What follows belongs to an exercise in optimizing a design on an open flow for small area; a production flow would make more cautious choices. In this exercise RTL edits were held to simulation tests only and were not proved equivalent to the original.

==> quartz <==
## nano_trigger
module nano_trigger (
    input clk,
    input rst,
    input signed [7:0] energy,
    input signed [7:0] isol,
    input signed [7:0] w1_1,
    input signed [7:0] w1_2,
    input signed [7:0] b1,
    input signed [7:0] w2_1,
    input signed [7:0] w2_2,
    input signed [7:0] b2,
    input signed [7:0] w3_1,
    input signed [7:0] w3_2,
    input signed [7:0] b3,
    input signed [7:0] l2_w1,
    input signed [7:0] l2_w2,
    input signed [7:0] l2_w3,
    input signed [7:0] l2_b,
    output trigger
);
clock: 18.0 ns
lec_check: 0
cap_margin: 20
core_margin: 2
core_utilization: 40
cts_buf_list: sky130_fd_sc_hd__clkbuf_8
slew_margin: 20
synth_hierarchical: 1
standard.sh (not shown) runs the stock make flow with config.mk's settings and CLKGATE_MAP_FILE= SYNTH_SCRIPT=/design/flow/synth_recipe.tcl, a recipe that flattens the netlist after the stock synthesis.
==> flow/flow/run.sh <==
#!/bin/bash
# The standard layout (standard.sh), with the input and output port
# buffers made from the smallest buffer cell instead of the one buffer_ports
# picks by default.  The full make output goes to standard_flow.log here.
set -euo pipefail
bash standard.sh "BUFFER_PORTS_ARGS=-buffer_cell sky130_fd_sc_hd__buf_1" finish > standard_flow.log 2>&1
==> onyx (differences from quartz) <==
==> flow/run.sh (new file) <==
#!/bin/bash
# synth_recipe.tcl (not shown) runs the flow's synth.tcl, then flattens the netlist and writes it again
# the make line also repeats each setting of config.mk as NAME=value (left out here)
make -C /OpenROAD-flow-scripts/flow DESIGN_CONFIG=/design/flow/config.mk WORK_HOME=/design/flow/orfs CLKGATE_MAP_FILE= SYNTH_SCRIPT=/design/flow/synth_recipe.tcl finish
CTS_BUF_LIST = default   (was sky130_fd_sc_hd__clkbuf_8)
removed: flow/flow/run.sh
removed: flow/standard.sh
==> yarrow (differences from quartz) <==
==> flow/flow/run.sh (replaced) <==
#!/bin/bash
# The standard layout (standard.sh) with two changes: the input and
# output port buffers use the smallest buffer cell, and clock tree synthesis
# adds no dummy loads.  The full make output goes to standard_flow.log here.
set -euo pipefail
bash standard.sh \
  "BUFFER_PORTS_ARGS=-buffer_cell sky130_fd_sc_hd__buf_1" \
  "CTS_ARGS=-sink_clustering_enable -repair_clock_nets -buf_list sky130_fd_sc_hd__clkbuf_8 -dont_use_dummy_load" \
  finish > standard_flow.log 2>&1
CAP_MARGIN = 10   (was 20)
CORE_UTILIZATION = 60   (was 40)
SLEW_MARGIN = 10   (was 20)
==> willow (differences from quartz) <==
==> flow/flow/run.sh (replaced) <==
#!/bin/bash
# The standard layout (standard.sh) with two changes: the input and
# output port buffers use the smallest buffer cell, and clock tree synthesis
# adds no dummy loads.  The full make output goes to standard_flow.log here.
set -euo pipefail
bash standard.sh \
  "BUFFER_PORTS_ARGS=-buffer_cell sky130_fd_sc_hd__buf_1" \
  "CTS_ARGS=-sink_clustering_enable -repair_clock_nets -buf_list sky130_fd_sc_hd__clkbuf_8 -dont_use_dummy_load" \
  finish > standard_flow.log 2>&1
==> impl_metrics.yaml <==
die:
  die_area_um2: 40800
drt:
  wl_per_cell_um: 19.0
  wl_met3_um: 1840
outcome:
  run_status: "timing/DRC/antenna clean"
grt:
  first_global_vias: 11200
  antenna_found_initial: 1
placement:
  gp_congestion: 0.917
sta:
  max_slew_margin_pct: 38.0
  layout_setup_ws_ns: 5.68
layout:
  buffers: 143
critical_path:
  ff2ff_setup_slack_ns: 14.11
  timing.rr.start: "L1.N2.u[0]"
-- figures above: quartz

==> impl_metrics.yaml <==
outcome:
  run_status: "timing/DRC/antenna clean"
sta:
  layout_setup_ws_ns: 5.67
  max_slew_margin_pct: 38.1
drt:
  wl_per_cell_um: 19.1
  wl_met3_um: 1900
critical_path:
  timing.rr.start: "L1.N2.u[0]"
  ff2ff_setup_slack_ns: 14.12
layout:
  buffers: 143
grt:
  first_global_vias: 11300
  antenna_found_initial: 1
-- figures above: willow

==> impl_metrics.yaml <==
outcome:
  run_status: "timing/DRC/antenna clean"
critical_path:
  ff2ff_setup_slack_ns: 14.15
  crit_slowest_cell: "clkdlybuf4s50_1"
  cp-startpoint: "l2_w1[2]"
  cp_data_arrival_time_ns: 9.47
clock_tree:
  h-tree-depth: 3
die:
  die_area_um2: 40800
drt:
  wl_per_cell_um: 19.1
  wl_met3_um: 1690
grt:
  use_met2_pct: 34.8
  first_global_vias: 11200
sta:
  max_slew_margin_pct: 35.7
  layout_setup_ws_ns: 4.93
layout:
  buffers: 140
-- figures above: onyx

==> impl_metrics.yaml <==
outcome:
  run_status: "timing/DRC/antenna clean"
sta:
  finalCriticalPeriod_ns: 12.34
  layout_setup_ws_ns: 5.66
critical_path:
  ff2ff_setup_slack_ns: 14.13
  timing.rr.start: "L1.N1.u[0]"
  crit_family: "adder cells"
grt:
  met1_usage_pct: 36.8
  antenna_found_initial: 0
die:
  die_area_um2: 27400
layout:
  buffers: 141
min_path:
  min_path_type: "flip-flop to flip-flop"
drt:
  wl_met3_um: 1540
  wl_per_cell_um: 20.2
-- figures above: yarrow

-- port drivers added, routing unchanged --
The flow's constraints put no driver on any port. The routed layouts listed below were extracted and timed again, unchanged, in two steps. Step 1 assumes that a clkbuf_16 drives the clock port and a buf_2 every other input. Step 2 times the ports against the registers' clock, not the clock port: input delays grow and output delays shrink by t, the midpoint of the rising clock arrivals with the driver on. a / b / c = ideal ports / drivers / drivers and shift; a / b = the first two.
| run | shift t [ns] | setup slack, ns | worst setup path at the end | clock arrival spread, ns | cell pins on the clock port's net |
|---|---|---|---|---|---|
| quartz | 0.398 | 5.681 / 5.635 / 5.635 | input to output | 0.010 / 0.010 | 1 |
| onyx | 0.371 | 4.930 / 4.895 / 4.895 | input to output | 0.008 / 0.009 | 1 |
| yarrow | 0.379 | 5.661 / 5.628 / 5.628 | input to output | 0.029 / 0.029 | 1 |
| willow | 0.381 | 5.672 / 5.622 / 5.622 | input to output | 0.033 / 0.033 | 1 |
After both steps setup and hold are still met in every run listed. The setup slack of willow, which loses most, moves by -0.050 ns with the drivers and by -0.050 ns with both steps.
